Background: an optimization exercise with open tools, aiming at small area. Do not read the settings as production practice.
At most, simulation tests tie the RTL to the original design; equivalence was not proved.
Power figures rest on the tool's default switching activity, not on a simulated workload.

==> module FIFO, before the edit <==
module FIFO
#(parameter data_width =32,parameter addr_width=4)
(input clk,
input rd_en,
input wr_en,
input [data_width-1:0] data_in,
input reset,
output reg [data_width-1:0] data_out,
output reg empty,
output reg full,
output reg [addr_width-1:0] data_counter
);
localparam depth = 2**addr_width;
reg [data_width-1:0] memory [depth-1:0];
wire rd_ok = rd_en & ~empty;
wire wr_ok = wr_en & ~full & ~rd_ok;
wire [addr_width-1:0] rd_idx = data_counter - 1'b1;
integer i;
always @(posedge clk) begin
    if (wr_ok) begin
        memory[0] <= data_in;
        for (i = 1; i < depth; i = i + 1)
            memory[i] <= memory[i-1];
    end
end
wire [depth-1:0] sel;
genvar g0;
generate
  for (g0 = 0; g0 < depth-1; g0 = g0 + 1) begin : s
    assign sel[g0] = (data_counter == g0+1);
  end
endgenerate
assign sel[depth-1] = full;
wire [depth:0] g;
generate
  for (g0 = 0; g0 < depth; g0 = g0 + 1) begin : gs
    assign g[g0] = sel[g0] & rd_ok;
  end
endgenerate
assign g[depth] = ~rd_ok;
wire [data_width-1:0] t0, t1, t2, t3, t4, t5, u;
assign t0 = ~((memory[0]  & {data_width{g[0]}})  | (memory[1]  & {data_width{g[1]}})  | (memory[2]  & {data_width{g[2]}}));
assign t1 = ~((memory[3]  & {data_width{g[3]}})  | (memory[4]  & {data_width{g[4]}})  | (memory[5]  & {data_width{g[5]}}));
assign t2 = ~((memory[6]  & {data_width{g[6]}})  | (memory[7]  & {data_width{g[7]}})  | (memory[8]  & {data_width{g[8]}}));
assign t3 = ~((memory[9]  & {data_width{g[9]}})  | (memory[10] & {data_width{g[10]}}) | (memory[11] & {data_width{g[11]}}));
assign t4 = ~((memory[12] & {data_width{g[12]}}) | (memory[13] & {data_width{g[13]}}) | (memory[14] & {data_width{g[14]}}));
assign t5 = ~((memory[15] & {data_width{g[15]}}) | (data_out  & {data_width{g[16]}}));
assign u = t0 & t1 & t2 & t3;
wire [data_width-1:0] rd_data = ~(u & t4 & t5);
always @(posedge clk)
    data_out <= rd_data;
always @(posedge clk) begin
    if (reset) begin
        data_counter <= 0;
        full <= 1'b0;
        empty <= 1'b1;
    end else if (rd_ok) begin
        data_counter <= data_counter - 1'b1;
        full <= 1'b0;
        empty <= (data_counter == 1);
    end else if (wr_ok) begin
        data_counter <= data_counter + 1'b1;
        full <= (data_counter == depth-1);
        empty <= 1'b0;
    end
end
endmodule
export LEC_CHECK = 0
export CAP_MARGIN = 20
export CORE_MARGIN = 2
export CORE_UTILIZATION = 75
export SETUP_SLACK_MARGIN = 0.05
export SLEW_MARGIN = 20
create_clock -name core_clock -period 2.2 [get_ports {clk}]
standard.sh (not shown) runs the stock make flow with config.mk's settings and CLKGATE_MAP_FILE= SYNTH_SCRIPT=/design/flow/synth_recipe.tcl, a recipe that flattens the netlist after the stock synthesis.
==> flow/flow/run.sh <==
#!/bin/bash
# Own layout flow: the standard ORFS flow, with two changes.
#  1. Synthesis is the standard one (synth_recipe.tcl via standard.sh), but ABC
#     maps the combinational logic with an area-oriented script
#     (flow/abc_area.script) instead of ORFS's delay-oriented abc_speed.script.
#     Flip-flops are mapped by dfflibmap before ABC runs, so the registers,
#     their names and cell types are exactly the standard synthesis's.
#  2. Ports are buffered with buf_1 instead of ORFS's default pick, clock tree
#     without dummy loads, and non-critical gates are downsized after global
#     routing (RECOVER_POWER).
# Each step's full output goes to a log file of its own in the work folder.
set -euo pipefail
cd "$(dirname "$0")/.."
W=$PWD

rm -rf "$W/scripts_abc"
cp -r "$FLOW_HOME/scripts" "$W/scripts_abc"
cp "$W/flow/abc_area.script" "$W/scripts_abc/abc_speed.script"

bash standard.sh synth SCRIPTS_DIR="$W/scripts_abc" > "$W/synth.log" 2>&1

bash standard.sh finish \
  BUFFER_PORTS_ARGS="-buffer_cell sky130_fd_sc_hd__buf_1" \
  CTS_ARGS="-sink_clustering_enable -repair_clock_nets -buf_list {sky130_fd_sc_hd__clkbuf_4 sky130_fd_sc_hd__clkbuf_8} -sink_clustering_size 16 -sink_clustering_max_diameter 60 -dont_use_dummy_load" \
  RECOVER_POWER=100 \
  > "$W/layout.log" 2>&1
==> flow/flow/abc_area.script <==
&get -n
&st
&dch
&nf -R 1000
&put
Edit:
--- a/flow/design.v
+++ b/flow/design.v
@@ -13,11 +13,10 @@
 );
 localparam depth = 2**addr_width;
 reg [data_width-1:0] memory [depth-1:0];
 wire rd_ok = rd_en & ~empty;
 wire wr_ok = wr_en & ~full & ~rd_ok;
-wire [addr_width-1:0] rd_idx = data_counter - 1'b1;
 integer i;
 always @(posedge clk) begin
     if (wr_ok) begin
         memory[0] <= data_in;
         for (i = 1; i < depth; i = i + 1)
@@ -33,11 +32,11 @@
 endgenerate
 assign sel[depth-1] = full;
 wire [depth:0] g;
 generate
   for (g0 = 0; g0 < depth; g0 = g0 + 1) begin : gs
-    assign g[g0] = sel[g0] & rd_ok;
+    assign g[g0] = sel[g0] & rd_en;
   end
 endgenerate
 assign g[depth] = ~rd_ok;
 wire [data_width-1:0] t0, t1, t2, t3, t4, t5, u;
 assign t0 = ~((memory[0]  & {data_width{g[0]}})  | (memory[1]  & {data_width{g[1]}})  | (memory[2]  & {data_width{g[2]}}));
@@ -48,21 +47,26 @@
 assign t5 = ~((memory[15] & {data_width{g[15]}}) | (data_out  & {data_width{g[16]}}));
 assign u = t0 & t1 & t2 & t3;
 wire [data_width-1:0] rd_data = ~(u & t4 & t5);
 always @(posedge clk)
     data_out <= rd_data;
+wire [addr_width-1:0] dc = data_counter;
+wire [addr_width-1:0] dc_inc = {dc[3] ^ (dc[2] & dc[1] & dc[0]), dc[2] ^ (dc[1] & dc[0]),
+                               dc[1] ^ dc[0], ~dc[0]};
+wire [addr_width-1:0] dc_dec = {dc[3] ^ ~(dc[2] | dc[1] | dc[0]), dc[2] ^ ~(dc[1] | dc[0]),
+                               dc[1] ^ ~dc[0], ~dc[0]};
 always @(posedge clk) begin
     if (reset) begin
         data_counter <= 0;
         full <= 1'b0;
         empty <= 1'b1;
     end else if (rd_ok) begin
-        data_counter <= data_counter - 1'b1;
+        data_counter <= dc_dec;
         full <= 1'b0;
         empty <= (data_counter == 1);
     end else if (wr_ok) begin
-        data_counter <= data_counter + 1'b1;
+        data_counter <= dc_inc;
         full <= (data_counter == depth-1);
         empty <= 1'b0;
     end
 end
 endmodule
Result: Die area hardly moves. Cell area is lower by 1.1%. Worst setup slack improves by 61 ps. Sequential cell count stays the same. Hold slack degrades by 7.3 ps. Area after synthesis is about the same. Global-route usage is lower by 3.0 points. Clock power is about the same. Sequential share of layout area is higher by 0.91 points. Via count is lower by 3.6%. Core utilization is lower by 0.98 points.
Function not checked in the first run of this note: the RTL went through the layout flow alone.

## what the ideal ports hide
No port has a modelled driver above. Below, the same layouts with a new extraction and two added sets of constraints. Step 1: set_driving_cell puts a clkbuf_16 on clk and a buf_2 on each other input, an assumption about the parent block. Step 2, shift: input delay + t, output delay - t, t = (earliest + latest rising clock arrival at the registers) / 2. This alone moves slack from input paths to output paths. a / b / c = no drivers / after step 1 / after step 2; a / b = the first two.
| run | t (ns) | slack for setup (ns) | hold slack, ns | worst data-port slew with drivers (ns) | pins driven straight from the clock port |
|---|---|---|---|---|---|
| the first run | 0.585 | 0.069 / 0.069 / -0.193 | 0.032 / 0.014 / 0.429 | 0.04 | 1 |
| the second run | 0.613 | 0.130 / 0.130 / -0.266 | 0.025 / -0.003 / 0.421 | 0.04 | 1 |
With both steps, setup timing fails in the first run and the second run, where it was met with ideal ports. The setup slack of the second run, which loses most, moves by 0.000 ns with the drivers and by -0.396 ns with both steps.
